This is an optimization exercise on Yosys and OpenROAD, whose aim is small area and a short achievable clock period, not a production implementation.
At most, simulation tests tie the RTL to the original design; equivalence was not proved.
Function not checked in runs 6 and 7: the RTL went through the layout flow alone.
No activity file was given, so power comes from the tool's default toggle rates.

[design.v]
`default_nettype none
module rate_divider(
    input  logic clk,
    input  logic rst,
    input  logic speed_up,
    input  logic speed_down,
    input  logic speed_reset,
    output logic newclock
);
localparam logic [15:0] SAT = 16'hFFFF;
logic [15:0] mA, mP;
logic [15:0] el;       
logic        hi;       
logic        rc;
logic [15:0] WA, WP;
function automatic logic gt16(input logic [15:0] a, input logic [15:0] c);
    logic g;
    g = 1'b0;
    for (int i = 0; i < 16; i++) g = c[i] ? (a[i] & g) : (a[i] | g);
    gt16 = g;
endfunction
function automatic logic gt17(input logic [16:0] a, input logic [16:0] c);
    logic g;
    g = 1'b0;
    for (int i = 0; i < 17; i++) g = c[i] ? (a[i] & g) : (a[i] | g);
    gt17 = g;
endfunction
logic [15:0] mP_inc, mP_dec;
logic [16:0] ci, cd;
always_comb begin
    ci[0] = 1'b1;
    cd[0] = 1'b1;
    for (int i = 0; i < 16; i++) begin
        mP_inc[i] = mP[i] ^ ci[i];
        mP_dec[i] = mP[i] ^ cd[i];
        ci[i+1] = ci[i] & mP[i];
        cd[i+1] = cd[i] & ~mP[i];
    end
end
logic [15:0] mA_n;
always_comb
    if (speed_reset)     mA_n = 16'd22;
    else if (speed_up)   mA_n = mP_inc;
    else if (speed_down) mA_n = mP_dec;
    else                 mA_n = mP;
wire [15:0] e_hi = hi ? WP : 16'd0;
wire [31:0] e    = {e_hi, el};
logic [31:0] x;
logic [32:0] cx;
always_comb begin
    cx[0] = 1'b1;
    for (int i = 0; i < 32; i++) begin
        x[i] = e[i] ^ cx[i];
        cx[i+1] = cx[i] & e[i];
    end
end
wire dmax  = ~hi & ~(|el);
wire ebig  = hi;
wire xbig  = |x[31:16];    
wire [15:0] VA_s;
wire        VA_c;
rca #(16) addVA (.a(WA), .b(mA), .ci(1'b0), .s(VA_s), .co(VA_c));
wire [16:0] VA = {VA_c, VA_s};                           
wire        mA_gt25k = gt16(mA, 16'd25000);
wire        mA_gt50k = gt16(mA, 16'd50000);
wire        mP_gt50k = gt16(mP, 16'd50000);
wire        E1 = dmax ? mA_gt25k
                      : (~mA_gt50k & ~ebig & ~gt16(WA, 16'd25000) & gt17(VA, 17'd25000));
wire        E2 = dmax | (~mA_gt50k & (ebig | gt17(VA, 17'd50000)));
wire [15:0] B_s;
wire        B_c;
rca #(16) addB (.a(WP), .b(mP), .ci(1'b0), .s(B_s), .co(B_c));
wire [16:0] B = {B_c, B_s};                              
wire [16:0] Gp_s, Gm_s;
wire        Gp_c, Gm_c;
rca #(17) addGp (.a(B), .b({1'b0, e[15:0]}), .ci(1'b1), .s(Gp_s), .co(Gp_c));   
rca #(17) addGm (.a(B), .b({1'b1, ~e[15:0]}), .ci(1'b0), .s(Gm_s), .co(Gm_c));   
wire [13:0] x3_s;
wire        x3_c;
rca #(14) add3x (.a({1'b0, x[12:0]}), .b({x[12:0], 1'b0}), .ci(1'b0), .s(x3_s), .co(x3_c));
wire [12:0] x11_s;
wire        x11_c;
rca #(13) add11x (.a({1'b0, x3_c, x3_s[13:3]}), .b(x[12:0]), .ci(1'b0), .s(x11_s), .co(x11_c));
wire [16:0] x11 = {x11_c, x11_s, x3_s[2:0]};             
wire [15:0] W_rc  = mA_n[15] ? SAT : {mA_n[14:0], 1'b0};
wire [15:0] W_sr  = ((|x[31:12]) | x11[16] | x11[15]) ? SAT : {x11[14:0], 1'b0};
wire        big   = mP_gt50k | ebig;
wire [15:0] W_up  = (big | Gp_c | Gp_s[16]) ? SAT : Gp_s[15:0];
wire [15:0] W_dn  = (big | Gm_s[16]) ? SAT : Gm_s[15:0];
wire [15:0] W_hd  = (big | B_c) ? SAT : B_s;
wire [15:0] WA_n  = rc ? W_rc
                  : ({16{speed_reset}} & W_sr)
                  | ({16{~speed_reset & speed_up}} & W_up)
                  | ({16{~speed_reset & ~speed_up & speed_down}} & W_dn)
                  | ({16{~speed_reset & ~speed_up & ~speed_down}} & W_hd);
always_ff @(posedge clk, posedge rst)
    if (rst) begin
        mA <= 16'd22;
        mP <= 16'd22;
        el <= 16'd1;
        hi <= 1'b0;
        rc <= 1'b0;
        newclock <= 1'b0;
        WA <= 16'd22;
        WP <= 16'd22;
    end else begin
        mA <= mA_n;
        mP <= mA;
        el <= rc ? 16'd2 : x[15:0];
        hi <= ~rc & xbig;
        WA <= WA_n;
        WP <= rc ? (mA[15] ? SAT : {mA[14:0], 1'b0}) : xbig ? x[31:16] : (VA_c ? SAT : VA_s);
        if (E1) begin
            newclock <= 1'b1;
            rc <= 1'b0;
        end else if (E2) begin
            newclock <= 1'b0;
            rc <= 1'b1;
        end else begin
            rc <= 1'b0;
        end
    end
endmodule
module rca #(parameter int N = 8) (
    input  logic [N-1:0] a,
    input  logic [N-1:0] b,
    input  logic         ci,
    output logic [N-1:0] s,
    output logic         co
);
logic [N:0] c;
assign c[0] = ci;
for (genvar i = 0; i < N; i++) begin : g_bit
    assign s[i]   = a[i] ^ b[i] ^ c[i];
    assign c[i+1] = (a[i] & b[i]) | (c[i] & (a[i] ^ b[i]));
end
assign co = c[N];
endmodule
module address_gen(
    input  logic        clk,
    input  logic        rst,
    input  logic        en,
    input  logic [7:0]  kbd,
    output logic        idle,
    output logic [22:0] addr
);
localparam logic [1:0] idleFW = 2'b00, idleBW = 2'b01, FW = 2'b10, BW = 2'b11;
logic [1:0]  state;
logic [22:0] nextaddr;
wire D = (kbd == 8'h44) | (kbd == 8'h64);
wire E = (kbd == 8'h45) | (kbd == 8'h65);
wire B = (kbd == 8'h42) | (kbd == 8'h62);
wire F = (kbd == 8'h46) | (kbd == 8'h66);
wire R = (kbd == 8'h52) | (kbd == 8'h72);
wire wrapF = addr == 23'h7ffff;
wire wrapB = addr == 23'd0;
assign idle = state[1];
wire s_iF = state == idleFW;
wire s_iB = state == idleBW;
wire s_F  = state == FW;
wire s_B  = state == BW;
wire sel_up   = (s_iF & E) | (s_iB & B) | (s_F & ~wrapF & ~R & ~B & ~D)
              | (s_B & ~wrapB & ~R & F);
wire sel_dn   = (s_F & ~wrapF & ~R & B) | (s_B & ~wrapB & ~R & ~F & ~D);
wire sel_top  = s_B & (wrapB | R);
wire sel_hold = ((s_iF | s_iB) & ~R & ~sel_up)
              | ((s_F | s_B) & ~(s_F ? wrapF : wrapB) & ~R & D);
logic [1:0] state_n;
always_comb begin
    state_n = state;
    case (state)
    idleFW: if (~R & B) state_n = idleBW;
            else if (~R & E) state_n = FW;
    idleBW: if (~R & F) state_n = idleFW;
            else if (~R & B) state_n = BW;
    FW:     if (~wrapF & ~R & B) state_n = BW;
            else if (~wrapF & ~R & D) state_n = idleFW;
    default: if (~wrapB & ~R & F) state_n = FW;
            else if (~wrapB & ~R & D) state_n = idleBW;
    endcase
end
logic [22:0] flip_up, flip_dn;
always_comb begin
    flip_up[0] = 1'b1;
    flip_dn[0] = 1'b1;
    for (int i = 1; i < 23; i++) begin
        flip_up[i] = flip_up[i-1] & addr[i-1];
        flip_dn[i] = flip_dn[i-1] & ~addr[i-1];
    end
end
wire [22:0] next_n = ({23{sel_up}}   & (addr ^ flip_up))
                   | ({23{sel_dn}}   & (addr ^ flip_dn))
                   | ({23{sel_hold}} & addr)
                   | ({23{sel_top}}  & 23'h7ffff);
always_ff @(posedge clk, posedge rst)
    if (rst) begin
        state    <= idleFW;
        nextaddr <= 23'd0;
        addr     <= 23'd0;
    end else if (en) begin
        addr     <= nextaddr;
        nextaddr <= next_n;
        state    <= state_n;
    end
endmodule
module flash_fsm(
    input  logic        clk,
    input  logic        rst,
    input  logic        direction,
    input  logic [31:0] readdata,
    input  logic        readdatavalid,
    input  logic        idle,
    input  logic        newclock1,
    output logic [15:0] audiodata,
    output logic        flash_read,
    output logic [3:0]  flash_byteenable
);
localparam logic [2:0] START = 3'b110, READ = 3'b111, WAITREAD = 3'b100,
                       PLAY1 = 3'b000, PLAY2 = 3'b001;
logic [2:0] state;
always_ff @(posedge clk, posedge rst)
    if (rst) begin
        state     <= START;
        audiodata <= 16'b0;
    end else
        case (state)
        START:    if (idle) state <= READ;
        READ:     state <= WAITREAD;
        WAITREAD: if (readdatavalid) state <= PLAY1;
        PLAY1: begin
            audiodata <= direction ? readdata[31:16] : readdata[15:0];
            if (newclock1) state <= direction ? START : PLAY2;
        end
        PLAY2: begin
            audiodata <= direction ? readdata[15:0] : readdata[31:16];
            if (newclock1) state <= START;
        end
        default:  state <= START;
        endcase
assign flash_read       = state[2];
assign flash_byteenable = {4{state[1]}};
endmodule
`default_nettype wire
`default_nettype none
module ipod_player(
    input  logic        clk,
    input  logic        reset,
    input  logic [7:0]  kbd_ascii,
    input  logic        speed_up,
    input  logic        speed_down,
    input  logic        speed_reset,
    input  logic        direction,
    input  logic [31:0] flash_readdata,
    input  logic        flash_readdatavalid,
    output logic        flash_read,
    output logic [3:0]  flash_byteenable,
    output logic [22:0] flash_address,
    output logic [15:0] audio_data,
    output logic        sample_clk
);
logic newclock1;      
logic newclock1_q;    
logic edgeclock1;     
logic idle;
rate_divider div1 (
    .clk(clk), .rst(reset),
    .speed_up(speed_up), .speed_down(speed_down), .speed_reset(speed_reset),
    .newclock(newclock1)
);
always_ff @(posedge clk, posedge reset)
    if (reset) begin
        newclock1_q <= 1'b0;
        edgeclock1  <= 1'b0;
    end else begin
        newclock1_q <= newclock1;
        edgeclock1  <= newclock1_q;
    end
address_gen addressset (
    .clk(clk), .rst(reset),
    .en(newclock1 & ~newclock1_q),
    .kbd(kbd_ascii),
    .idle(idle),
    .addr(flash_address)
);
flash_fsm flash (
    .clk(clk), .rst(reset),
    .direction(direction),
    .readdata(flash_readdata),
    .readdatavalid(flash_readdatavalid),
    .idle(idle),
    .newclock1(edgeclock1),
    .audiodata(audio_data),
    .flash_read(flash_read),
    .flash_byteenable(flash_byteenable)
);
assign sample_clk = newclock1;
endmodule
`default_nettype wire
[flow/run.sh]
#!/bin/bash
# Layout flow: the standard synthesis, then its combinational logic is
# mapped again by ABC with an area-oriented script (registers, their names and
# cell types are left as the standard synthesis made them), then the standard flow's
# standard layout with port buffers made from buf_1.
set -euo pipefail
WORK=$(pwd)
R=$WORK/orfs/results/sky130hd/ipod_player/base
LIB=$FLOW_HOME/platforms/sky130hd/lib/sky130_fd_sc_hd__tt_025C_1v80.lib
YOSYS=$FLOW_HOME/../tools/install/yosys/bin/yosys
export BUFFER_PORTS_ARGS="-buffer_cell sky130_fd_sc_hd__buf_1"

# 1. standard synthesis
bash standard.sh synth > flow_1_synth.log 2>&1
cp $R/1_2_yosys.v $WORK/netlist_standard.v

# 2. re-map the combinational cells
python3 flow/genmodels.py $LIB $WORK/comb_models.v > flow_2_models.log 2>&1
DONT_USE=$(sed 's/^/-dont_use /' flow/dont_use.txt | tr '\n' ' ')
cat > $WORK/remap.ys <<EOS
read_liberty -lib $LIB
read_verilog $WORK/netlist_standard.v
hierarchy -top $FLOW_TOP
techmap -map $WORK/comb_models.v
opt -purge
techmap
opt -fast -purge
abc -liberty $LIB $DONT_USE -script $WORK/flow/abc_area.script
splitnets
opt_clean -purge
hilomap -singleton -hicell sky130_fd_sc_hd__conb_1 HI -locell sky130_fd_sc_hd__conb_1 LO
insbuf -buf sky130_fd_sc_hd__buf_4 A X
check -assert -mapped
stat -liberty $LIB
write_verilog -noattr -nohex -nodec $WORK/netlist_remapped.v
EOS
$YOSYS -s $WORK/remap.ys > flow_3_remap_yosys.log 2>&1
cp $WORK/netlist_remapped.v $R/1_2_yosys.v
rm -f $R/1_synth.odb

# 3. standard layout of the re-mapped netlist
bash standard.sh finish > flow_4_layout.log 2>&1
[flow/abc_area.script]
strash
&get -n
&fraig -x
&put
scorr
dc2
strash
&get -n
&dch -f
&nf -R 1000
&put
[flow/dont_use.txt]
sky130_fd_sc_hd__probe_p_8
sky130_fd_sc_hd__probec_p_8
sky130_fd_sc_hd__lpflow_bleeder_1
sky130_fd_sc_hd__lpflow_clkbufkapwr_1
sky130_fd_sc_hd__lpflow_clkbufkapwr_16
sky130_fd_sc_hd__lpflow_clkbufkapwr_2
sky130_fd_sc_hd__lpflow_clkbufkapwr_4
sky130_fd_sc_hd__lpflow_clkbufkapwr_8
sky130_fd_sc_hd__lpflow_clkinvkapwr_1
sky130_fd_sc_hd__lpflow_clkinvkapwr_16
sky130_fd_sc_hd__lpflow_clkinvkapwr_2
sky130_fd_sc_hd__lpflow_clkinvkapwr_4
sky130_fd_sc_hd__lpflow_clkinvkapwr_8
sky130_fd_sc_hd__lpflow_decapkapwr_12
sky130_fd_sc_hd__lpflow_decapkapwr_3
sky130_fd_sc_hd__lpflow_decapkapwr_4
sky130_fd_sc_hd__lpflow_decapkapwr_6
sky130_fd_sc_hd__lpflow_decapkapwr_8
sky130_fd_sc_hd__lpflow_inputiso0n_1
sky130_fd_sc_hd__lpflow_inputiso0p_1
sky130_fd_sc_hd__lpflow_inputiso1n_1
sky130_fd_sc_hd__lpflow_inputiso1p_1
sky130_fd_sc_hd__lpflow_inputisolatch_1
sky130_fd_sc_hd__lpflow_isobufsrc_1
sky130_fd_sc_hd__lpflow_isobufsrc_16
sky130_fd_sc_hd__lpflow_isobufsrc_2
sky130_fd_sc_hd__lpflow_isobufsrc_4
sky130_fd_sc_hd__lpflow_isobufsrc_8
sky130_fd_sc_hd__lpflow_isobufsrckapwr_16
sky130_fd_sc_hd__lpflow_lsbuf_lh_hl_isowell_tap_1
sky130_fd_sc_hd__lpflow_lsbuf_lh_hl_isowell_tap_2
sky130_fd_sc_hd__lpflow_lsbuf_lh_hl_isowell_tap_4
sky130_fd_sc_hd__lpflow_lsbuf_lh_isowell_4
sky130_fd_sc_hd__lpflow_lsbuf_lh_isowell_tap_1
sky130_fd_sc_hd__lpflow_lsbuf_lh_isowell_tap_2
sky130_fd_sc_hd__lpflow_lsbuf_lh_isowell_tap_4
sky130_fd_sc_hd__fill_1
sky130_fd_sc_hd__fill_2
sky130_fd_sc_hd__fill_4
sky130_fd_sc_hd__fill_8
[flow/genmodels.py]
# Writes Verilog models (one assign per output, from the liberty 'function')
# of the combinational cells of a liberty file.
# usage: genmodels.py LIBERTY OUT.v
import re, sys
lib = open(sys.argv[1]).read()
out = []
names = []
pos = 0
for m in re.finditer(r'\n\s*cell\s*\(\s*"?(\w+)"?\s*\)\s*\{', lib):
    name = m.group(1)
    # find the cell body by brace matching
    i = m.end(); depth = 1
    while depth:
        c = lib[i]
        if c == '{': depth += 1
        elif c == '}': depth -= 1
        i += 1
    body = lib[m.end():i]
    if re.search(r'\b(ff|latch|statetable)\s*\(', body) or 'three_state' in body: continue
    pins = []
    for pm in re.finditer(r'\n\s*pin\s*\(\s*"?(\w+)"?\s*\)\s*\{', body):
        j = pm.end(); d = 1
        while d:
            c = body[j]
            if c == '{': d += 1
            elif c == '}': d -= 1
            j += 1
        pb = body[pm.end():j]
        dirm = re.search(r'direction\s*:\s*"?(\w+)"?', pb)
        fm = re.search(r'\bfunction\s*:\s*"([^"]*)"', pb)
        pins.append((pm.group(1), dirm.group(1) if dirm else None, fm.group(1) if fm else None))
    outs = [p for p in pins if p[1] == 'output']
    ins = [p for p in pins if p[1] == 'input']
    if not outs or any(o[2] is None for o in outs): continue
    def conv(f):
        f = f.replace('!', '~').replace('*', '&').replace('+', '|')
        # juxtaposition AND: "A B" -> "A & B"
        f = re.sub(r'(\w|\))\s+(?=(\w|\(|~))', r'\1 & ', f)
        return f
    decl = ', '.join([f'input {p[0]}' for p in ins] + [f'output {p[0]}' for p in outs])
    lines = [f'module {name}({decl});'] + [f'  assign {o[0]} = {conv(o[2])};' for o in outs] + ['endmodule']
    out.append('\n'.join(lines)); names.append(name)
open(sys.argv[2], 'w').write('\n'.join(out) + '\n')
print(len(names), 'models')
[standard.sh]
#!/bin/bash
# synth_recipe.tcl (not shown) runs the flow's synth.tcl, then flattens the netlist and writes it again
# the make line also repeats each setting of config.mk as NAME=value (left out here)
make -C /OpenROAD-flow-scripts/flow DESIGN_CONFIG=/design/flow/config.mk WORK_HOME=/design/flow/orfs CLKGATE_MAP_FILE= SYNTH_SCRIPT=/design/flow/synth_recipe.tcl "${@:-finish}"
[config.mk]
export PLATFORM = sky130hd
export DESIGN_NAME = ipod_player
export DESIGN_NICKNAME = ipod_player
export VERILOG_FILES = /design/flow/design.v
export SDC_FILE = /design/flow/constraint.sdc
export NUM_CORES = 4
export LEC_CHECK = 0
export CAP_MARGIN = 20
export CORE_MARGIN = 2
export CORE_UTILIZATION = 40
export CTS_BUF_LIST = sky130_fd_sc_hd__clkbuf_8
export SETUP_SLACK_MARGIN = 5
export SLEW_MARGIN = 20
[constraint.sdc]
create_clock -name core_clock -period 100.0 [get_ports {clk}]
set_input_delay 20.0000 -clock core_clock [delete_from_list [all_inputs] [get_ports {clk}]]
set_output_delay 20.0000 -clock core_clock [all_outputs]
set_load 0.01 [all_outputs]
==> results of run 1 <==
## final cells by class
type	instances	area, um^2
fill	2667	14100
multi-input combinational	1114	6500
sequential	152	3820
timing repair buffer	101	420
tap	335	419
clock buffer	18	248
clock inverter	14	154
inverter	35	136
## critical path, stage by stage
cell and delay [ns]:
buf_1 0.39, nand2_1 0.16, nor3_1 0.29, nand2_1 0.15, nor3_1 0.24, nand3b_1 0.16
or3_1 0.42, mux2i_1 0.20, nor2_1 0.06, nor2_1 0.08, nand2_1 0.08, nand2_1 0.45
nor2_1 0.10, a31oi_1 0.20
## through the flow
| step | std cells | cell area (um^2) | hold WS (ns) | util [%] | total power, W |
|---|---|---|---|---|---|
| 6_report | 1769 | 11700 | 0.414 | 45.3 | 0.000346 |
| 4_1_cts | 1769 | 11700 | 0.420 | 45.3 | 0.000347 |
| 2_1_floorplan | 1305 | 10500 | 0.354 | - | 0.000250 |
| 3_3_place_gp | 1737 | 11300 | 0.404 | 43.7 | 0.000292 |
| 5_1_grt | 1769 | 11700 | 0.427 | 45.3 | 0.000378 |
| 3_5_place_dp | 1737 | 11300 | 0.404 | 43.7 | 0.000297 |
## power by group through the flow
stage	clock, W	combinational [W]	sequential [W]
3_5_place_dp	0	0.000181	0.000116
4_1_cts	0.0000503	0.000182	0.000115
5_1_grt	0.0000525	0.000206	0.000119
3_3_place_gp	0	0.000178	0.000115
2_1_floorplan	0	0.000138	0.000112
6_report	0.0000488	0.000182	0.000115
## final timing paths
path                                      startpoint                               to  slack [ns]  cells after the start
worst max register to register  div1.el[0]$_DFF_PP1_            div1.WA[13]$_DFF_PP0_       91.46                     32
min in group asynchronous                      reset   flash.audiodata[6]$_DFFE_PP0P_       19.67                      2
worst max-delay path                      speed_down             div1.WA[3]$_DFF_PP0_       77.38                     14
worst min-delay path            div1.mA[4]$_DFF_PP1_             div1.mP[4]$_DFF_PP1_        0.41                      0
worst min register to register  div1.mA[4]$_DFF_PP1_             div1.mP[4]$_DFF_PP1_        0.41                      0
max in group asynchronous                      reset  addressset.addr[19]$_DFFE_PP0P_       78.94                      3
## metal layers
| metal | global-route usage (%) | share of wire [%] | vias up |
|---|---|---|---|
| met5 | 0 | 0 | - |
| met4 | 6.39 | 2.2 | 0 |
| met3 | 3.08 | 3.8 | 30 |
| met2 | 34.3 | 47 | 230 |
| met1 | 27.3 | 47 | 4728 |
| li1 | - | - | 4970 |
## state kept, by name (all words and copies together), names as in the netlist, 16 cells and up
name and flops:
div1.WP 16, div1.mA 16, addressset.nextaddr 23, div1.el 16
flash.audiodata 16, addressset.addr 23, div1.WA 16, div1.mP 16
==> reports/metrics.yaml, run 1 <==
outcome:
  status: "finished clean"
drt:
  ant_nets: 0
  num_vias: 9958
  drt-initial-drc-count: 693
  drt_wl_total_mm: 28.1
  avgRoutedWirePerCell_um: 15.9
  dr.pass1.iters: 5
  drcViolationCount: 0
  viasPerCell: 5.63
layout:
  mostFrequentLayoutCells: "nor2_1 (174), a21oi_1 (171), nand2_1 (146)"
  final_common_cell: "nor2_1"
  num_antenna_cells: 0
  layout-drive-gt1-share_pct: 4.46
  nets: 1468
  area_growth_pct: 11.9
pwr:
  clock_power_share_pct: 14.1
  p_leak_nw: 4.51
  seqPwrFrac_pct: 33.3
  switching_share_pct: 47.1
  ir_drop_mv: 0.0165
  comb_power_share_pct: 52.6
  p_sw_w: 0.000163
  p_int_w: 0.000183
  p_per_area_nw_per_um2: 29.6
cts:
  cts_root_buf: "clkbuf_8"
  clock_tree.buffer_depth: 2
  cts.sinks: 152
  cts_made_buffers: 17
  cts_htree_levels: 4
  path_clk_slew_ns: 0.09
  post_cts_buffers: 0
  ctsResizeCount: 0
  cts_tree: "yes"
  postCtsHoldBufs: 0
  clock_latency_ns: 0.46
logic_synthesis:
  syn_nets: 1352
  synth_cells: 1305
  syn_area_um2: 10500
  avgSynthCellArea_um2: 8.01
  yosysWarningCount: 4
sta:
  setup_tns_ns: 0
  setup_violations: 0
  min_period_ns: 22.62
  fmaxAchievable_mhz: 44.2
  rsz0062_at_grt: "no"
  fin_worst_skew_ns: 0.0186
  max_slew_margin_pct: 27.2
  timing.final.ws_setup_ns: 77.38
  finalMaxSlewViolations: 0
  worst_slew_pin_slew_ns: 1.08
  fin_crit_sh_pct: 22.6
  hold_viol_final: 0
floorplan:
  start_util_pct: 40.5
  die_area_um2: 27400
  pin_count: 92
  rows: 59
  core_region_area_um2: 25800
  die_h_um: 166
  die_w_um: 166
critical_path:
  worstSetupPathType: "in2reg"
  cp.required_ns: 100.37
  arrival_ns: 22.99
  cp_max_fo: 16
  start_kind: "input port"
  endpoint_kind: "flip-flop"
grt:
  grt_pass1_wl_mm: 46.7
  grt_start_max_net_pins: 83
  track_usage_pct: 20.5
  overflow: 0
  grt_antenna_before_repair: 0
  grt_pass1_vias: 9455
place:
  dp_hpwl_mm: 20.5
  place_congestion: 0.855
  port_buffers: 90
  dpl_worst_slack_ns: 76.99
hold_path:
  hold_class: "reg2reg"
flow_run:
  max_cap_viol_count: 0
==> run 2: changes to the inputs <==
--- a/flow/run.sh
+++ b/flow/run.sh
@@ -39,4 +39,4 @@
 rm -f $R/1_synth.odb
 
 # 3. standard layout of the re-mapped netlist
-bash standard.sh finish > flow_4_layout.log 2>&1
+bash standard.sh finish SETUP_SLACK_MARGIN=78.3 > flow_4_layout.log 2>&1
==> run 2 against run 1 <==
- total power grew 2.3%
- first-iteration DRC count is 7.6% higher
- hold slack worse by 0.0017 ns
- critical path depth increased by 4
- clock-buffer cell count is 1 lower
- final cell count rose by 1.4%
- sequential share of layout area decreased by 1.2 points
- register-to-register slack gained 0.41 ns
- combinational power rose by 3%
- via count is 1.0% higher
- synthesized cell count did not move
==> reports/metrics.yaml, run 2 <==
outcome:
  status: "finished clean"
floorplan:
  die_w_um: 166
  pin_count: 92
  die_h_um: 166
  start_util_pct: 40.5
  die_area_um2: 27400
  rows: 59
  core_region_area_um2: 25800
cts:
  cts_tree: "yes"
  clock_tree.buffer_depth: 2
  cts_root_buf: "clkbuf_8"
  postCtsHoldBufs: 0
  cts.sinks: 152
  cts_made_buffers: 17
  cts_htree_levels: 4
  clock_latency_ns: 0.47
  path_clk_slew_ns: 0.10
critical_path:
  worstSetupPathType: "in2reg"
  cpMostUsedCell: "buf_4"
  endpoint_kind: "flip-flop"
  path_buf_inv: 13
  cp_max_fo: 6
  path_cells: "buf_12 > nand2_8 > nor3_4 > buf_4 > buf_4 > buf_4 > buf_4 > buf_4 > buf_4 > buf_4 > buf_4 > buf_4 > buf_4 > buf_4 > buf_4 > nor2_2 > a211oi_2 > o22a_1"
  cp_slowest_cell: "o22a_1"
  critical-path-max-stage-delay_ns: 0.23
  arrival_ns: 22.11
  cp.required_ns: 100.40
  start_kind: "input port"
  cpLargestDelayFamily: "buffers and inverters"
grt:
  grt_pass1_vias: 9237
  track_usage_pct: 20.8
  overflow: 0
  grt_pass1_wl_mm: 47.4
  grt_antenna_before_repair: 0
  grt_start_max_net_pins: 92
sta:
  fin_worst_skew_ns: 0.0203
  max_slew_margin_pct: 31.0
  fin_crit_sh_pct: 21.7
  finalMaxSlewViolations: 0
  hold_viol_final: 0
  timing.final.ws_setup_ns: 78.29
  min_period_ns: 21.71
  setup_violations: 0
  setup_tns_ns: 0
  fmaxAchievable_mhz: 46.1
  fin_hold_ws_ns: 0.412
  rsz0062_at_grt: "yes"
  worst_slew_pin_slew_ns: 1.03
pwr:
  p_per_area_nw_per_um2: 29.1
  p_leak_nw: 4.71
  ir_drop_mv: 0.0176
place:
  port_buffers: 90
  place_congestion: 0.862
  dp_hpwl_mm: 20.5
  dpl_worst_slack_ns: 77.48
logic_synthesis:
  syn_nets: 1352
  avgSynthCellArea_um2: 8.01
  synth_cells: 1305
  syn_area_um2: 10500
  yosysWarningCount: 4
drt:
  num_vias: 10100
  drcViolationCount: 0
  drt_wl_total_mm: 29.1
  ant_nets: 0
  viasPerCell: 5.61
  drt-initial-drc-count: 746
  dr.pass1.iters: 5
  avgRoutedWirePerCell_um: 16.2
hold_path:
  hold_class: "reg2reg"
layout:
  area_growth_pct: 16.1
  layout-drive-gt1-share_pct: 8.43
  num_antenna_cells: 0
  mostFrequentLayoutCells: "a21oi_1 (169), nor2_1 (167), nand2_1 (140)"
  top_regs: "addressset.addr: 23 flops, addressset.nextaddr: 23 flops"
  final_common_cell: "a21oi_1"
  nets: 1493
flow_run:
  max_cap_viol_count: 0
## run 2: repair_timing
item                                    in CTS  in global routing
cloned                                       1                  1
endpoints found under the setup margin      20                 39
resized for setup                           10                 18
pin swaps                                    6                 11
setup buffers                               13                 11
## run 2: metal layers
layer / vias up / part of all wire, % / wire, um / global-route usage (%)
li1: 5051 / - / - / -
met1: 4733 / 48 / 14000 / 29.6
met2: 240 / 45 / 13200 / 32.8
met3: 36 / 4.2 / 1240 / 3.18
met4: 0 / 2.3 / 660 / 6.43
met5: - / 0 / 0 / 0
## run 2: final timing paths
path	from	depth (start not counted)	slack [ns]	to
setup reg to reg	div1.el[0]$_DFF_PP1_	33	91.87	div1.WA[1]$_DFF_PP1_
setup / recovery	speed_down	18	78.29	div1.WA[4]$_DFF_PP1_
max in group asynchronous	reset	3	78.96	div1.mA[7]$_DFF_PP0_
hold / removal	div1.mA[4]$_DFF_PP1_	0	0.41	div1.mP[4]$_DFF_PP1_
min in group asynchronous	reset	2	19.71	addressset.addr[10]$_DFFE_PP0P_
hold reg to reg	div1.mA[4]$_DFF_PP1_	0	0.41	div1.mP[4]$_DFF_PP1_
## run 2: final cells by class
cell class / instances / area [um^2]
repair buffers: 124 / 613
clock inverters: 15 / 179
inverters: 35 / 136
flip-flops and latches: 152 / 3820
fillers: 2555 / 13700
well taps: 335 / 419
multi-input cells: 1116 / 6730
clock buffers: 17 / 234
## run 2: worst reg2reg max path, delay by kind of cell (launching register included)
kind	cells	cell delay [ns]
AND/OR/NAND/NOR	27	5.99
flip-flops	1	0.66
buffers and inverters	3	0.55
AO/OA/AOI/OAI	3	0.85
## run 2: power by group
part | internal, W | switching, W | total [W]
Combinational | 0.0000783 | 0.000109 | 0.000187
Sequential | 0.0000857 | 0.0000297 | 0.000115
Clock | 0.0000233 | 0.0000277 | 0.0000511
Total | 0.000187 | 0.000166 | 0.000354
## run 2: through the flow
step	cell area [um^2]	power [W]	cells	utilization, %
after floorplan	10600	0.000252	1305	-
after global placement	11400	0.000294	1736	44.1
after detailed placement	11400	0.000298	1736	44.1
after CTS	11900	0.000351	1782	46.2
after global routing	12100	0.000386	1794	47.0
final	12100	0.000354	1794	47.0
==> run 3: changes to the inputs <==
--- a/flow/run.sh
+++ b/flow/run.sh
@@ -39,4 +39,4 @@
 rm -f $R/1_synth.odb
 
 # 3. standard layout of the re-mapped netlist
-bash standard.sh finish SETUP_SLACK_MARGIN=78.3 > flow_4_layout.log 2>&1
+bash standard.sh finish SETUP_SLACK_MARGIN=78.6 > flow_4_layout.log 2>&1
==> run 3 against run 2 <==
- still clean
- sequential power about the same
- non-clock buffer count up 15
- clock skew about the same
- die area unchanged
- clock power down 4.9%
- sequential share of layout area down 1.2 points
- worst setup slack better by 0.11 ns
- total power up 3.6%
- hold slack better by 0.0083 ns
- critical path depth down 4
- first-iteration DRC count down 5.5%
- critical path type unchanged
- largest cell class unchanged
==> reports/metrics.yaml, run 3 <==
floorplan:
  pin_count: 92
  die_w_um: 166
  rows: 59
  start_util_pct: 40.5
  core_region_area_um2: 25800
  die_area_um2: 27400
  die_h_um: 166
critical_path:
  worstReg2RegStart: "div1.el[0]$_DFF_PP1_"
  cp.required_ns: 100.41
  critPathLaunch: "speed_down"
  start_kind: "input port"
  endpoint_kind: "flip-flop"
  worstSetupPathType: "in2reg"
  cp_max_fo: 8
  arrival_ns: 22.01
drt:
  avgRoutedWirePerCell_um: 16.7
  viasPerCell: 5.65
  dr.pass1.iters: 5
  ant_nets: 0
  drt_wl_total_mm: 30.2
  drcViolationCount: 0
  num_vias: 10200
  drt-initial-drc-count: 705
cts:
  clock_tree.buffer_depth: 2
  path_clk_slew_ns: 0.10
  cts_tree: "yes"
  cts_made_buffers: 17
  cts_root_buf: "clkbuf_8"
  postCtsHoldBufs: 0
  clock_latency_ns: 0.49
  cts.sinks: 152
  cts_htree_levels: 4
layout:
  num_antenna_cells: 0
  mostFrequentLayoutCells: "nor2_1 (157), a21oi_1 (153), nand2_1 (138)"
  nets: 1510
  final_common_cell: "nor2_1"
  post-route-util_pct: 48.9
  layout-drive-gt1-share_pct: 12.9
  area_growth_pct: 20.9
  top_regs: "addressset.addr: 23 flops, addressset.nextaddr: 23 flops"
  n_fill_cell: 2517
sta:
  setup_violations: 0
  hold_viol_final: 0
  rsz0062_at_grt: "yes"
  worst_slew_pin_slew_ns: 1.03
  max_slew_margin_pct: 30.6
  timing.final.ws_setup_ns: 78.40
  fin_worst_skew_ns: 0.0207
  min_period_ns: 21.60
  fmaxAchievable_mhz: 46.3
  finalMaxSlewViolations: 0
  fin_crit_sh_pct: 21.6
  setup_tns_ns: 0
grt:
  overflow: 0
  grt_start_max_net_pins: 79
  track_usage_pct: 21.8
  grt_antenna_before_repair: 0
  grt_pass1_wl_mm: 49.2
  grt_pass1_vias: 9592
place:
  port_buffers: 90
  place_congestion: 0.873
  dp_hpwl_mm: 20.9
  dpl_worst_slack_ns: 77.48
pwr:
  p_int_w: 0.000190
  comb_power_share_pct: 55.1
  clock_power_share_pct: 13.3
  p_sw_w: 0.000176
  p_per_area_nw_per_um2: 29.0
  switching_share_pct: 48.1
  seqPwrFrac_pct: 31.6
  ir_drop_mv: 0.0181
  p_leak_nw: 4.88
logic_synthesis:
  avgSynthCellArea_um2: 8.01
  yosysWarningCount: 4
  syn_nets: 1352
  synth_cells: 1305
  syn_area_um2: 10500
hold_path:
  hold_class: "reg2reg"
  hp-start: "div1.mA[1]$_DFF_PP1_"
flow_run:
  max_cap_viol_count: 0
outcome:
  status: "finished clean"
[run 3: per-stage QoR]
stage / total power (W) / hold WS (ns) / instance area (um^2) / instances
CTS: 0.000357 / 0.419 / 12200 / 1794
global placement: 0.000295 / 0.403 / 11400 / 1735
floorplan: 0.000252 / 0.354 / 10600 / 1305
finish: 0.000366 / 0.421 / 12600 / 1811
global route: 0.000399 / 0.428 / 12600 / 1811
detailed placement: 0.000299 / 0.405 / 11400 / 1735
[run 3: final cells by class]
type	instances	area [um^2]	share of cell area, %
multi-input combinational	1118	7040	55.7
timing repair buffer	139	817	6.47
sequential	152	3820	30.2
inverter	35	136	1.08
tap	335	419	3.32
clock buffer	17	234	1.85
clock inverter	15	170	1.35
[run 3: repair_timing]
| action | in CTS | in global routing |
|---|---|---|
| gates resized for setup | 35 | 67 |
| buffers inserted | 23 | 16 |
| endpoints found under the setup margin | 44 | 60 |
| cloned | 4 | 0 |
| pin swaps | 18 | 43 |
[run 3: path summary, 6_finish.rpt]
path,slack [ns],cells after the start,endpoint
max,78.40,14,div1.WA[1]$_DFF_PP1_
min,0.42,0,div1.mP[1]$_DFF_PP1_
max reg2reg,91.86,33,div1.WA[1]$_DFF_PP1_
min reg2reg,0.42,0,div1.mP[1]$_DFF_PP1_
max in group asynchronous,79.24,3,div1.WP[0]$_DFF_PP0_
min in group asynchronous,19.62,2,div1.el[4]$_DFF_PP0_
[run 3: power by group through the flow]
stage          Clock [W]  Combinational (W)  Sequential, W
4_1_cts        0.0000503           0.000192       0.000114
3_5_place_dp           0           0.000184       0.000115
6_report       0.0000486           0.000202       0.000116
3_3_place_gp           0           0.000180       0.000114
2_1_floorplan          0           0.000140       0.000112
5_1_grt        0.0000527           0.000227       0.000120
[run 3: worst max-delay path: stages]
cell and delay (ns):
buf_12 0.09, nand2_8 0.05, nor3_4 0.17, nand2_2 0.11
nor3_4 0.13, nand3b_1 0.14, or3_4 0.41, mux2i_4 0.16
nor2_2 0.06, nor2_2 0.16, nand2_4 0.11, buf_12 0.15
nand2_8 0.09, o32a_1 0.19
[run 3: layer usage]
layer  up-vias  share of wire [%]  track usage (%)
met5         -                  0                0
met4         0                2.2             6.35
met3        45                5.6             3.66
met2       287                 46             35.2
met1      4815                 47             30.0
li1       5080                  -                -
==> run 4: changes to the inputs <==
--- a/flow/run.sh
+++ b/flow/run.sh
@@ -39,4 +39,4 @@
 rm -f $R/1_synth.odb
 
 # 3. standard layout of the re-mapped netlist
-bash standard.sh finish SETUP_SLACK_MARGIN=78.6 > flow_4_layout.log 2>&1
+bash standard.sh finish SETUP_SLACK_MARGIN=78.3 CTS_ARGS="-sink_clustering_enable -repair_clock_nets -buf_list sky130_fd_sc_hd__clkbuf_8 -dont_use_dummy_load" > flow_4_layout.log 2>&1
==> run 4 against run 3 <==
- still clean on timing, DRC and antenna
- non-clock buffer count fell by 10
- first-iteration DRC count rose by 12%
- global-route usage fell by 0.85 points
- sequential share of layout area rose by 1.4 points
- clock power fell by 26%
- sequential power barely moved
- clock skew rose by 0.022 ns
- utilization fell by 2.2 points
- largest power group unchanged
==> reports/metrics.yaml, run 4 <==
layout:
  nets: 1499
  mostFrequentLayoutCells: "a21oi_1 (168), nor2_1 (166), nand2_1 (140)"
  seqCellArea_um2: 3820
  num_antenna_cells: 0
  multi_input_area_um2: 6790
  area_growth_pct: 15.4
  final_common_cell: "a21oi_1"
  top_regs: "addressset.addr: 23 flops, addressset.nextaddr: 23 flops"
  stdcell_area_um2: 12100
  n_fill_cell: 2565
  layout-drive-gt1-share_pct: 8.07
grt:
  grt_pass1_wl_mm: 47.7
  grt_pass1_vias: 9253
  grt_antenna_before_repair: 0
  track_usage_pct: 20.9
  overflow: 0
  grt_start_max_net_pins: 92
pwr:
  p_int_w: 0.000180
  switching_share_pct: 47.1
  seqPwrFrac_pct: 34.0
  comb_power_share_pct: 55.3
  p_leak_nw: 4.67
  p_sw_w: 0.000160
  ir_drop_mv: 0.0175
  p_per_area_nw_per_um2: 28.2
  clock_power_share_pct: 10.6
logic_synthesis:
  syn_area_um2: 10500
  synth_cells: 1305
  yosysWarningCount: 4
  avgSynthCellArea_um2: 8.01
  syn_nets: 1352
critical_path:
  critPathLaunch: "speed_down"
  critPathCapture: "div1.WA[4]$_DFF_PP1_"
  arrival_ns: 22.11
  cp_max_fo: 6
  worstSetupPathType: "in2reg"
  start_kind: "input port"
  endpoint_kind: "flip-flop"
  reg2reg_depth: 33
  cp.required_ns: 100.38
  r2r-end: "div1.WA[1]$_DFF_PP1_"
  worstReg2RegStart: "div1.el[0]$_DFF_PP1_"
  reg2reg_slack_ns: 91.91
drt:
  num_vias: 10100
  viasPerCell: 5.64
  drt-initial-drc-count: 788
  drcViolationCount: 0
  dr.pass1.iters: 5
  ant_nets: 0
  drt_wl_total_mm: 29.1
  avgRoutedWirePerCell_um: 16.3
sta:
  setup_tns_ns: 0
  min_period_ns: 21.73
  max_slew_margin_pct: 28.5
  setup_violations: 0
  finalMaxSlewViolations: 0
  worst_slew_pin_slew_ns: 1.06
  rsz0062_at_grt: "yes"
  fmaxAchievable_mhz: 46.0
  hold_viol_final: 0
  fin_worst_skew_ns: 0.0422
  fin_hold_ws_ns: 0.418
  fin_crit_sh_pct: 21.7
cts:
  clock_latency_ns: 0.46
  cts_root_buf: "clkbuf_8"
  cts_htree_levels: 4
  cts.sinks: 152
  cts_tree: "yes"
  path_clk_slew_ns: 0.08
  cts_made_buffers: 17
  clock_tree.buffer_depth: 2
floorplan:
  core_region_area_um2: 25800
  die_h_um: 166
  pin_count: 92
  rows: 59
  start_util_pct: 40.5
  die_w_um: 166
  die_area_um2: 27400
place:
  port_buffers: 90
  post_dp_cell_area_um2: 11400
  place_congestion: 0.862
  dp_hpwl_mm: 20.5
flow_run:
  max_cap_viol_count: 0
hold_path:
  hold_class: "reg2reg"
outcome:
  status: "finished clean"
[run 4: critical path: stages]
cell      delay (ns)
buf_12          0.12
nand2_8         0.06
nor3_4          0.05
buf_4           0.14
buf_4           0.12
buf_4           0.12
buf_4           0.12
buf_4           0.13
buf_4           0.12
buf_4           0.12
buf_4           0.12
buf_4           0.12
buf_4           0.12
buf_4           0.12
buf_4           0.12
nor2_2          0.09
a211oi_2        0.09
o22a_1          0.23
[run 4: routing by layer]
layer  part of all wire (%)  wire, um  track usage [%]
met1                     48     14100             29.7
met2                     46     13300             33.2
met3                    4.1      1200             3.25
met4                    1.9       541             5.67
met5                      0         0                0
[run 4: layout make-up]
class	instances	share of cell area (%)
Multi-Input combinational cell	1117	56.3
Sequential cell	152	31.7
Timing Repair Buffer	129	5.50
Tap cell	335	3.47
Clock buffer	17	1.94
Inverter	35	1.13
[run 4: power groups by stage]
| stage | combinational [W] | sequential, W | clock [W] |
|---|---|---|---|
| CTS | 0.000185 | 0.000115 | 0.0000376 |
| detailed placement | 0.000183 | 0.000116 | 0 |
| floorplan | 0.000140 | 0.000112 | 0 |
| finish | 0.000188 | 0.000116 | 0.0000361 |
| global placement | 0.000180 | 0.000115 | 0 |
| global route | 0.000213 | 0.000120 | 0.0000400 |
[run 4: worst min-delay path by stage]
stage	end	slack (ns)	start	depth (start not counted)
4_1_cts	div1.mP[1]$_DFF_PP1_	0.42	div1.mA[1]$_DFF_PP1_	0
3_3_place_gp	div1.mP[4]$_DFF_PP1_	0.41	div1.mA[4]$_DFF_PP1_	0
3_5_place_dp	div1.mP[4]$_DFF_PP1_	0.40	div1.mA[4]$_DFF_PP1_	0
2_1_floorplan	edgeclock1$_DFF_PP0_	0.35	newclock1_q$_DFF_PP0_	0
6_report	div1.mP[1]$_DFF_PP1_	0.42	div1.mA[1]$_DFF_PP1_	0
5_1_grt	div1.mP[1]$_DFF_PP1_	0.43	div1.mA[1]$_DFF_PP1_	0
[run 4: timing repair]
item / CTS / global route
pin swaps: 7 / 14
resized for setup: 13 / 22
setup endpoints to repair: 20 / 30
gates cloned: 2 / 1
hold buffers: 0 / 0
buffers inserted: 13 / 16
[run 4: per-stage QoR]
step	utilization, %	setup slack (ns)	power, W	instances
floorplan	-	78.20	0.000252	1305
global placement	44.1	77.48	0.000294	1736
detailed placement	44.1	77.48	0.000298	1736
CTS	45.6	78.29	0.000337	1768
global route	46.7	78.19	0.000372	1785
finish	46.7	78.27	0.000340	1785
==> run 5: changes to the inputs <==
--- a/flow/run.sh
+++ b/flow/run.sh
@@ -39,4 +39,4 @@
 rm -f $R/1_synth.odb
 
 # 3. standard layout of the re-mapped netlist
-bash standard.sh finish SETUP_SLACK_MARGIN=78.3 CTS_ARGS="-sink_clustering_enable -repair_clock_nets -buf_list sky130_fd_sc_hd__clkbuf_8 -dont_use_dummy_load" > flow_4_layout.log 2>&1
+bash standard.sh finish SETUP_SLACK_MARGIN=78.3 CTS_ARGS="-sink_clustering_enable -repair_clock_nets -buf_list sky130_fd_sc_hd__clkbuf_8 -dont_use_dummy_load -sink_buffer_max_cap_derate 0.5" > flow_4_layout.log 2>&1
==> run 5 against run 4 <==
- clock-buffer cell count unchanged
- worst setup slack unchanged
- hold slack unchanged
- design area unchanged
- clock power about the same
- largest cell class unchanged
- total power unchanged
- global-route usage unchanged
- first-iteration DRC count unchanged
- utilization unchanged
==> reports/metrics.yaml, run 5 <==
outcome:
  status: "finished clean"
cts:
  postCtsHoldBufs: 0
  clock_latency_ns: 0.46
  cts_made_buffers: 17
  path_clk_slew_ns: 0.08
  cts.sinks: 152
  cts_root_buf: "clkbuf_8"
  clock_tree.buffer_depth: 2
  cts_tree: "yes"
  cts_htree_levels: 4
floorplan:
  rows: 59
  start_util_pct: 40.5
  die_h_um: 166
  pin_count: 92
  die_w_um: 166
  core_region_area_um2: 25800
  die_area_um2: 27400
critical_path:
  cp_slowest_cell: "o22a_1"
  path_cells: "buf_12 > nand2_8 > nor3_4 > buf_4 > buf_4 > buf_4 > buf_4 > buf_4 > buf_4 > buf_4 > buf_4 > buf_4 > buf_4 > buf_4 > buf_4 > nor2_2 > a211oi_2 > o22a_1"
  arrival_ns: 22.11
  start_kind: "input port"
  cpMostUsedCell: "buf_4"
  critical-path-max-stage-delay_ns: 0.23
  cp_max_fo: 6
  worstSetupPathType: "in2reg"
  endpoint_kind: "flip-flop"
  cp.required_ns: 100.38
layout:
  area_growth_pct: 15.4
  num_antenna_cells: 0
  top_regs: "addressset.addr: 23 flops, addressset.nextaddr: 23 flops"
  layout-drive-gt1-share_pct: 8.07
  n_fill_cell: 2565
  mostFrequentLayoutCells: "a21oi_1 (168), nor2_1 (166), nand2_1 (140)"
  stdcell_count: 1785
  stdcell_area_um2: 12100
  final_common_cell: "a21oi_1"
  nets: 1499
pwr:
  ir_drop_mv: 0.0175
  p_int_w: 0.000180
  p_sw_w: 0.000160
  p_per_area_nw_per_um2: 28.2
  comb_power_share_pct: 55.3
  p_leak_nw: 4.67
  seqPwrFrac_pct: 34.0
  clock_power_share_pct: 10.6
  switching_share_pct: 47.1
drt:
  viasPerCell: 5.64
  avgRoutedWirePerCell_um: 16.3
  num_vias: 10100
  dr.pass1.iters: 5
  ant_nets: 0
  drt-initial-drc-count: 788
  drt_wl_total_mm: 29.1
  drcViolationCount: 0
grt:
  grt_antenna_before_repair: 0
  track_usage_pct: 20.9
  overflow: 0
  grt_start_max_net_pins: 92
  grt_pass1_wl_mm: 47.7
  grt_pass1_vias: 9253
sta:
  rsz0062_at_grt: "yes"
  fin_hold_ws_ns: 0.418
  setup_tns_ns: 0
  finalMaxSlewViolations: 0
  fmaxAchievable_mhz: 46.0
  max_slew_margin_pct: 28.5
  worst_slew_pin_slew_ns: 1.06
  fin_crit_sh_pct: 21.7
  hold_viol_final: 0
  min_period_ns: 21.73
  setup_violations: 0
  fin_worst_skew_ns: 0.0422
  timing.final.ws_setup_ns: 78.27
logic_synthesis:
  syn_nets: 1352
  avgSynthCellArea_um2: 8.01
  syn_area_um2: 10500
  synth_cells: 1305
  yosysWarningCount: 4
place:
  dpl_worst_slack_ns: 77.48
  dp_cells: 1736
  port_buffers: 90
  dp_hpwl_mm: 20.5
  post_dp_cell_area_um2: 11400
  place_congestion: 0.862
hold_path:
  hold_class: "reg2reg"
flow_run:
  max_cap_viol_count: 0
-- run 5: cell counts in the layout (fill, tap and decap cells not counted) --
No cell type changed its count.
-- run 5: what timing repair did --
item,in CTS,in global routing
gates resized for setup,13,22
buffers inserted,13,16
endpoints found under the setup margin,20,30
hold endpoints to repair,0,0
pin swaps,7,14
gates cloned,2,1
-- run 5: path summary, 6_finish.rpt --
path,startpoint,slack (ns),cells past startpoint,endpoint
min in group asynchronous,reset,19.66,2,addressset.addr[10]$_DFFE_PP0P_
hold reg to reg,div1.mA[1]$_DFF_PP1_,0.42,0,div1.mP[1]$_DFF_PP1_
setup reg to reg,div1.el[0]$_DFF_PP1_,91.91,33,div1.WA[1]$_DFF_PP1_
setup / recovery,speed_down,78.27,18,div1.WA[4]$_DFF_PP1_
max in group asynchronous,reset,78.86,3,div1.mA[9]$_DFF_PP0_
hold / removal,div1.mA[1]$_DFF_PP1_,0.42,0,div1.mP[1]$_DFF_PP1_
-- run 5: power groups by stage --
| stage | Clock (W) | Sequential, W | Combinational (W) |
|---|---|---|---|
| global placement | 0 | 0.000115 | 0.000180 |
| CTS | 0.0000376 | 0.000115 | 0.000185 |
| floorplan | 0 | 0.000112 | 0.000140 |
| detailed placement | 0 | 0.000116 | 0.000183 |
| global route | 0.0000400 | 0.000120 | 0.000213 |
| finish | 0.0000361 | 0.000116 | 0.000188 |
-- run 5: cell type report --
cell class              count  area (um^2)  area share [%]
well taps                 335          419            3.47
multi-input cells        1117         6790            56.3
clock buffers              17          234            1.94
inverters                  35          136            1.13
repair buffers            129          663            5.50
flip-flops and latches    152         3820            31.7
-- run 5: worst max-delay path: cells and delay by family --
family / cells / cell delay, ns
compound gates: 2 / 0.32
buf+inv: 13 / 1.59
simple gates: 3 / 0.20
-- run 5: layer usage --
metal  vias up  wire [um]  GRT usage (%)
li1       5028          -              -
met1      4780      14100           29.7
met3        27       1200           3.25
met2       227      13300           33.2
met5         -          0              0
met4         0        541           5.67
-- run 5: per-stage QoR --
step	util, %	power [W]
floorplan	-	0.000252
global placement	44.1	0.000294
detailed placement	44.1	0.000298
CTS	45.6	0.000337
global route	46.7	0.000372
finish	46.7	0.000340
==> run 6: changes to the inputs <==
--- a/design.v
+++ b/design.v
@@ -85,14 +85,12 @@
 wire [15:0] W_rc  = mA_n[15] ? SAT : {mA_n[14:0], 1'b0};
 wire [15:0] W_sr  = ((|x[31:12]) | x11[16] | x11[15]) ? SAT : {x11[14:0], 1'b0};
 wire        big   = mP_gt50k | ebig;
-wire [15:0] W_up  = (big | Gp_c | Gp_s[16]) ? SAT : Gp_s[15:0];
-wire [15:0] W_dn  = (big | Gm_s[16]) ? SAT : Gm_s[15:0];
-wire [15:0] W_hd  = (big | B_c) ? SAT : B_s;
-wire [15:0] WA_n  = rc ? W_rc
-                  : ({16{speed_reset}} & W_sr)
-                  | ({16{~speed_reset & speed_up}} & W_up)
-                  | ({16{~speed_reset & ~speed_up & speed_down}} & W_dn)
-                  | ({16{~speed_reset & ~speed_up & ~speed_down}} & W_hd);
+wire        s_up  = ~speed_reset & speed_up;
+wire        s_dn  = ~speed_reset & ~speed_up & speed_down;
+wire        s_hd  = ~speed_reset & ~speed_up & ~speed_down;
+wire [15:0] G     = ({16{s_up}} & Gp_s[15:0]) | ({16{s_dn}} & Gm_s[15:0]) | ({16{s_hd}} & B_s);
+wire        G_sat = big | (s_up & (Gp_c | Gp_s[16])) | (s_dn & Gm_s[16]) | (s_hd & B_c);
+wire [15:0] WA_n  = rc ? W_rc : speed_reset ? W_sr : (G | {16{G_sat}});
 always_ff @(posedge clk, posedge rst)
     if (rst) begin
         mA <= 16'd22;
@@ -152,9 +150,18 @@
 wire B = (kbd == 8'h42) | (kbd == 8'h62);
 wire F = (kbd == 8'h46) | (kbd == 8'h66);
 wire R = (kbd == 8'h52) | (kbd == 8'h72);
-wire wrapF = addr == 23'h7ffff;
-wire wrapB = addr == 23'd0;
 assign idle = state[1];
+logic [23:0] flip_up, flip_dn;
+always_comb begin
+    flip_up[0] = 1'b1;
+    flip_dn[0] = 1'b1;
+    for (int i = 1; i < 24; i++) begin
+        flip_up[i] = flip_up[i-1] & addr[i-1];
+        flip_dn[i] = flip_dn[i-1] & ~addr[i-1];
+    end
+end
+wire wrapF = flip_up[19] & ~(|addr[22:19]);
+wire wrapB = flip_dn[23];
 wire s_iF = state == idleFW;
 wire s_iB = state == idleBW;
 wire s_F  = state == FW;
@@ -179,19 +186,9 @@
             else if (~wrapB & ~R & D) state_n = idleBW;
     endcase
 end
-logic [22:0] flip_up, flip_dn;
-always_comb begin
-    flip_up[0] = 1'b1;
-    flip_dn[0] = 1'b1;
-    for (int i = 1; i < 23; i++) begin
-        flip_up[i] = flip_up[i-1] & addr[i-1];
-        flip_dn[i] = flip_dn[i-1] & ~addr[i-1];
-    end
-end
-wire [22:0] next_n = ({23{sel_up}}   & (addr ^ flip_up))
-                   | ({23{sel_dn}}   & (addr ^ flip_dn))
-                   | ({23{sel_hold}} & addr)
-                   | ({23{sel_top}}  & 23'h7ffff);
+wire        keep   = sel_up | sel_dn | sel_hold;
+wire [22:0] flip   = ({23{sel_up}} & flip_up[22:0]) | ({23{sel_dn}} & flip_dn[22:0]);
+wire [22:0] next_n = ({23{keep}} & (addr ^ flip)) | ({23{sel_top}} & 23'h7ffff);
 always_ff @(posedge clk, posedge rst)
     if (rst) begin
         state    <= idleFW;
--- a/flow/run.sh
+++ b/flow/run.sh
@@ -14,8 +14,8 @@
 bash standard.sh synth > flow_1_synth.log 2>&1
 cp $R/1_2_yosys.v $WORK/netlist_standard.v
 
-# 2. re-map the combinational cells
-python3 flow/genmodels.py $LIB $WORK/comb_models.v > flow_2_models.log 2>&1
+# 2. re-map the combinational cells (the full adders are kept as they are)
+python3 flow/genmodels.py $LIB $WORK/comb_models.v '__fa_[0-9]' > flow_2_models.log 2>&1
 DONT_USE=$(sed 's/^/-dont_use /' flow/dont_use.txt | tr '\n' ' ')
 cat > $WORK/remap.ys <<EOS
 read_liberty -lib $LIB
@@ -39,4 +39,4 @@
 rm -f $R/1_synth.odb
 
 # 3. standard layout of the re-mapped netlist
-bash standard.sh finish SETUP_SLACK_MARGIN=78.3 CTS_ARGS="-sink_clustering_enable -repair_clock_nets -buf_list sky130_fd_sc_hd__clkbuf_8 -dont_use_dummy_load -sink_buffer_max_cap_derate 0.5" > flow_4_layout.log 2>&1
+bash standard.sh finish SETUP_SLACK_MARGIN=78.3 CTS_ARGS="-sink_clustering_enable -repair_clock_nets -buf_list sky130_fd_sc_hd__clkbuf_8 -dont_use_dummy_load" > flow_4_layout.log 2>&1
--- a/flow/genmodels.py
+++ b/flow/genmodels.py
@@ -1,6 +1,7 @@
 # Writes Verilog models (one assign per output, from the liberty 'function')
 # of the combinational cells of a liberty file.
-# usage: genmodels.py LIBERTY OUT.v
+# usage: genmodels.py LIBERTY OUT.v [SKIP_REGEX]
+# Cells whose names match SKIP_REGEX get no model (they stay as they are).
 import re, sys
 lib = open(sys.argv[1]).read()
 out = []
@@ -8,6 +9,7 @@
 pos = 0
 for m in re.finditer(r'\n\s*cell\s*\(\s*"?(\w+)"?\s*\)\s*\{', lib):
     name = m.group(1)
+    if len(sys.argv) > 3 and re.search(sys.argv[3], name): continue
     # find the cell body by brace matching
     i = m.end(); depth = 1
     while depth:
==> run 6 against run 5 <==
- still clean on timing, DRC and antenna
- critical path depth grew 1
- wire length down 12%
- die area decreased by 5.9%
- first-iteration DRC count shrank 26%
- global-route usage decreased by 0.60 points
- utilization rose by 1.5 points
- critical path type unchanged
- largest power group unchanged
==> reports/metrics.yaml, run 6 <==
drt:
  ant_nets: 0
  viasPerCell: 5.41
  avgRoutedWirePerCell_um: 16.7
  drcViolationCount: 0
  drt-initial-drc-count: 584
  dr.pass1.iters: 5
  drt_wl_total_mm: 25.6
  num_vias: 8285
pwr:
  p_per_area_nw_per_um2: 26.1
  p_leak_nw: 4.86
  ir_drop_mv: 0.0110
critical_path:
  cp_slowest_cell: "or4_4"
  cp.required_ns: 100.32
  reg2reg_depth: 26
  worstSetupPathType: "in2reg"
  path_cells: "buf_1 > nor3b_2 > nor2b_4 > nand2_2 > nor2_4 > nand2_2 > o21ai_2 > nand2_4 > nor4_4 > nand2b_1 > or4_4 > or4_4 > nor4_4 > nand3_2 > or3_4 > nor2_4 > a22o_1 > nand2_1 > a32o_1"
  critical-path-max-stage-delay_ns: 0.45
  arrival_ns: 23.37
  endpoint_kind: "flip-flop"
  start_kind: "input port"
  cp_max_fo: 4
sta:
  fmaxAchievable_mhz: 43.4
  worst_slew_pin_slew_ns: 0.892
  fin_hold_ws_ns: 0.397
  finalMaxSlewViolations: 0
  min_period_ns: 23.06
  rsz0062_at_grt: "yes"
  setup_tns_ns: 0
  fin_worst_skew_ns: 0.0394
  max_slew_margin_pct: 40.4
  fin_crit_sh_pct: 23.1
  setup_violations: 0
  hold_viol_final: 0
cts:
  cts_root_buf: "clkbuf_8"
  cts_tree: "yes"
  cts.sinks: 152
  path_clk_slew_ns: 0.07
  cts_made_buffers: 17
  postCtsHoldBufs: 0
  clock_tree.buffer_depth: 2
  cts_htree_levels: 4
  clock_latency_ns: 0.46
layout:
  layout-drive-gt1-share_pct: 12.3
  nets: 1336
  top_regs: "addressset.addr: 23 flops, addressset.nextaddr: 23 flops"
  mostFrequentLayoutCells: "dfrtp_1 (137), nand2_1 (125), clkinv_1 (114)"
  final_common_cell: "dfrtp_1"
  num_antenna_cells: 0
  area_growth_pct: 18.5
floorplan:
  die_w_um: 161
  die_h_um: 161
  pin_count: 92
  core_region_area_um2: 24200
  start_util_pct: 40.6
  rows: 57
  die_area_um2: 25800
place:
  port_buffers: 90
  dp_hpwl_mm: 17.7
  place_congestion: 0.844
hold_path:
  hold_class: "reg2reg"
  hold_depth: 0
grt:
  grt_pass1_wl_mm: 42.1
  track_usage_pct: 20.3
  grt_pass1_vias: 8200
  grt_antenna_before_repair: 0
  overflow: 0
  grt_start_max_net_pins: 83
logic_synthesis:
  syn_area_um2: 9820
  yosysWarningCount: 4
  syn_nets: 1180
  avgSynthCellArea_um2: 9.33
  synth_cells: 1053
flow_run:
  max_cap_viol_count: 0
outcome:
  status: "finished clean"
-- run 6: worst paths after layout --
kind / startpoint / to / slack (ns)
worst max-delay path: kbd_ascii[7] / addressset.nextaddr[22]$_DFFE_PP0P_ / 76.94
worst min-delay path: div1.mA[4]$_DFF_PP1_ / div1.mP[4]$_DFF_PP1_ / 0.40
worst max register to register: div1.mP[1]$_DFF_PP1_ / div1.WA[10]$_DFF_PP0_ / 90.58
worst min register to register: div1.mA[4]$_DFF_PP1_ / div1.mP[4]$_DFF_PP1_ / 0.40
max in group asynchronous: reset / addressset.addr[21]$_DFFE_PP0P_ / 79.10
min in group asynchronous: reset / addressset.addr[2]$_DFFE_PP0P_ / 19.67
-- run 6: through the flow --
step / util (%) / power (W) / instance area [um^2] / setup slack, ns / cells
after detailed placement: 44.0 / 0.000261 / 10600 / 76.34 / 1465
after floorplan: - / 0.000217 / 9880 / 76.81 / 1053
after CTS: 47.0 / 0.000303 / 11400 / 77.01 / 1520
after global routing: 48.1 / 0.000334 / 11600 / 76.75 / 1531
final: 48.1 / 0.000304 / 11600 / 76.94 / 1531
after global placement: 44.0 / 0.000256 / 10600 / 76.39 / 1465
-- run 6: power by group --
| part | total (W) | internal [W] | switching (W) |
|---|---|---|---|
| registers | 0.000109 | 0.0000833 | 0.0000252 |
| clock network | 0.0000355 | 0.0000150 | 0.0000204 |
| logic | 0.000160 | 0.0000684 | 0.0000913 |
-- run 6: timing repair --
| item | in CTS | in global routing |
|---|---|---|
| setup buffers | 35 | 11 |
| pin swaps | 11 | 24 |
| resized for setup | 55 | 46 |
| endpoints found under the setup margin | 40 | 41 |
| cloned | 3 | 0 |
-- run 6: critical path, delay by kind of cell --
family,cells,cell delay [ns]
AO/OA/AOI/OAI,3,0.52
buffers and inverters,1,0.08
AND/OR/NAND/NOR,15,2.77
-- run 6: layout make-up --
| type | count | area, um^2 |
|---|---|---|
| multi-input cells | 776 | 5870 |
| fillers | 2287 | 12500 |
| flip-flops and latches | 152 | 3820 |
| clock buffers | 17 | 234 |
| well taps | 324 | 405 |
| inverters | 115 | 437 |
| repair buffers | 147 | 868 |
-- run 6: metal layers --
layer	vias up	GRT usage [%]	wire length (um)
met5	-	0	0
met4	0	5.56	426
met3	30	3.02	1080
met2	199	32.4	11900
met1	4100	29.0	12100
li1	3956	-	-
==> run 7: changes to the inputs <==
--- a/flow/run.sh
+++ b/flow/run.sh
@@ -39,4 +39,4 @@
 rm -f $R/1_synth.odb
 
 # 3. standard layout of the re-mapped netlist
-bash standard.sh finish SETUP_SLACK_MARGIN=78.3 CTS_ARGS="-sink_clustering_enable -repair_clock_nets -buf_list sky130_fd_sc_hd__clkbuf_8 -dont_use_dummy_load" > flow_4_layout.log 2>&1
+bash standard.sh finish CTS_ARGS="-sink_clustering_enable -repair_clock_nets -buf_list sky130_fd_sc_hd__clkbuf_8 -dont_use_dummy_load" > flow_4_layout.log 2>&1
==> run 7 against run 6 <==
- synthesized cell count stayed put
- clock-buffer cell count did not move
- critical path depth is the same
- first-iteration DRC count rose by 1.0%
- largest cell class unchanged
==> reports/metrics.yaml, run 7 <==
place:
  port_buffers: 90
  dp_hpwl_mm: 17.7
  place_congestion: 0.855
  dp_cells: 1466
cts:
  ctsResizeCount: 0
  clock_latency_ns: 0.47
  clock_tree.buffer_depth: 2
  cts_made_buffers: 17
  path_clk_slew_ns: 0.07
  cts_htree_levels: 4
  postCtsHoldBufs: 0
  post_cts_buffers: 0
  cts_tree: "yes"
  cts.sinks: 152
  cts_root_buf: "clkbuf_8"
grt:
  track_usage_pct: 19.3
  grt_antenna_before_repair: 0
  grt_pass1_wl_mm: 39.9
  grt_start_max_net_pins: 80
  grt_pass1_vias: 7774
  overflow: 0
critical_path:
  worstSetupPathType: "in2reg"
  reg2reg_slack_ns: 90.39
  path_cells: "buf_1 > nor3b_1 > nor2b_1 > nand2_1 > nor2_1 > nand2_1 > o21ai_0 > nand2_1 > nor4_1 > nand2b_1 > or4_1 > or4_1 > nor4_1 > nand3_1 > or3_1 > nor2_1 > a22o_1 > nand2_1 > a32o_1"
  cp.required_ns: 100.34
  cp_max_fo: 4
  endpoint_kind: "flip-flop"
  cpMostUsedCell: "nand2_1"
  reg2reg_depth: 26
  cp_slowest_cell: "or4_1"
  start_kind: "input port"
  r2r-end: "div1.WA[11]$_DFF_PP0_"
  critPathLaunch: "kbd_ascii[7]"
  critical-path-max-stage-delay_ns: 0.50
  worstReg2RegStart: "div1.mP[0]$_DFF_PP0_"
  critPathCapture: "addressset.nextaddr[22]$_DFFE_PP0P_"
  arrival_ns: 23.90
hold_path:
  hold_class: "reg2reg"
layout:
  nets: 1289
  area_growth_pct: 10.4
  mostFrequentLayoutCells: "dfrtp_1 (137), nand2_1 (134), clkinv_1 (114)"
  final_common_cell: "dfrtp_1"
  layout-drive-gt1-share_pct: 4.05
  stdcell_count: 1484
  num_antenna_cells: 0
  top_regs: "addressset.addr: 23 flops, addressset.nextaddr: 23 flops"
drt:
  dr.pass1.iters: 5
  drt_wl_total_mm: 24.0
  ant_nets: 0
  num_vias: 7957
  drcViolationCount: 0
  viasPerCell: 5.36
  drt-initial-drc-count: 590
  avgRoutedWirePerCell_um: 16.2
logic_synthesis:
  yosysWarningCount: 4
  syn_nets: 1180
  syn_area_um2: 9820
  synth_cells: 1053
  avgSynthCellArea_um2: 9.33
floorplan:
  pin_count: 92
  rows: 57
  die_h_um: 161
  die_area_um2: 25800
  core_region_area_um2: 24200
  die_w_um: 161
  start_util_pct: 40.6
sta:
  finalMaxSlewViolations: 0
  setup_violations: 0
  max_slew_margin_pct: 44.3
  setup_tns_ns: 0
  min_period_ns: 23.56
  fmaxAchievable_mhz: 42.4
  fin_worst_skew_ns: 0.0442
  rsz0062_at_grt: "no"
  worst_slew_pin_slew_ns: 0.836
  hold_viol_final: 0
  fin_crit_sh_pct: 23.6
pwr:
  ir_drop_mv: 0.0106
  p_per_area_nw_per_um2: 27.1
  total_power_w: 0.000293
  p_leak_nw: 4.50
flow_run:
  max_cap_viol_count: 0
outcome:
  status: "finished clean"
[run 7: routing by layer]
metal / global-route usage (%) / part of all wire (%) / up-vias
met4: 5.24 / 1.6 / 0
met1: 27.7 / 47 / 3843
met2: 30.3 / 45 / 239
met3: 3.54 / 5.9 / 29
li1: - / - / 3846
met5: 0 / 0 / -
[run 7: worst max-delay path, delay by kind of cell]
kind / cells / cell delay [ns]
AOI/OAI and AO/OA: 3 / 0.50
buffers and inverters: 1 / 0.07
and+or+nand+nor: 15 / 3.32
[run 7: through the flow]
| step | hold slack, ns | instance area [um^2] | setup slack [ns] | utilization (%) |
|---|---|---|---|---|
| 5_1_grt | 0.415 | 10800 | 76.05 | 44.8 |
| 3_5_place_dp | 0.389 | 10600 | 75.98 | 43.7 |
| 4_1_cts | 0.403 | 10800 | 76.47 | 44.7 |
| 3_3_place_gp | 0.393 | 10600 | 76.07 | 43.7 |
| 2_1_floorplan | 0.346 | 9820 | 76.59 | - |
| 6_report | 0.399 | 10800 | 76.44 | 44.8 |
[run 7: where the power goes]
part | internal [W] | switching (W)
Clock | 0.0000150 | 0.0000206
Combinational | 0.0000640 | 0.0000874
Sequential | 0.0000834 | 0.0000229
Total | 0.000162 | 0.000131
[run 7: worst min-delay path by stage]
stage | from | endpoint | slack [ns] | cells past startpoint
2_1_floorplan | newclock1_q$_DFF_PP0_ | edgeclock1$_DFF_PP0_ | 0.35 | 0
3_3_place_gp | div1.mA[1]$_DFF_PP1_ | div1.mP[1]$_DFF_PP1_ | 0.39 | 0
3_5_place_dp | div1.mA[4]$_DFF_PP1_ | div1.mP[4]$_DFF_PP1_ | 0.39 | 0
4_1_cts | div1.mA[2]$_DFF_PP1_ | div1.mP[2]$_DFF_PP1_ | 0.40 | 0
5_1_grt | div1.mA[2]$_DFF_PP1_ | div1.mP[2]$_DFF_PP1_ | 0.41 | 0
6_report | div1.mA[2]$_DFF_PP1_ | div1.mP[2]$_DFF_PP1_ | 0.40 | 0
[run 7: layout make-up]
| class | instances | area (um^2) |
|---|---|---|
| timing repair buffer | 101 | 440 |
| fill | 2354 | 13300 |
| sequential | 152 | 3820 |
| clock buffer | 17 | 234 |
| inverter | 115 | 437 |
| multi-input combinational | 775 | 5500 |
| tap | 324 | 405 |

[re-timing with driven ports]
No port has a modelled driver above. Below, the same layouts with a new extraction and two added sets of constraints. Step 1 (the two cells are an assumption about what drives the block):
set clk [get_ports {clk}]
set_driving_cell -lib_cell sky130_fd_sc_hd__clkbuf_16 $clk
set_driving_cell -lib_cell sky130_fd_sc_hd__buf_2 [delete_from_list [all_inputs] $clk]
Step 2 also shifts input and output timing later by t, the mid clock arrival at the registers, as if the neighbouring blocks saw the same clock. a / b / c = no drivers / after step 1 / after step 2; a / b = the first two.
run	t (ns)	setup slack, ns	latest minus earliest clock arrival (ns)	slew at the worst register clock pin (ns)
run 1	0.500	77.384 / 77.374 / 76.873	0.019 / 0.019	0.10 / 0.10
run 2	0.502	78.286 / 78.263 / 77.761	0.022 / 0.021	0.11 / 0.11
run 3	0.522	78.401 / 78.382 / 77.860	0.022 / 0.022	0.12 / 0.12
run 4	0.487	78.270 / 78.249 / 77.763	0.042 / 0.043	0.10 / 0.10
run 5	0.487	78.270 / 78.249 / 77.763	0.042 / 0.043	0.10 / 0.10
run 6	0.479	76.941 / 76.955 / 76.477	0.039 / 0.039	0.09 / 0.09
run 7	0.495	76.440 / 76.466 / 75.971	0.044 / 0.044	0.10 / 0.10
After both steps setup and hold are still met in every run listed. For run 3, which loses most, drivers alone change the setup slack by -0.019 ns; drivers and shift together by -0.541 ns.
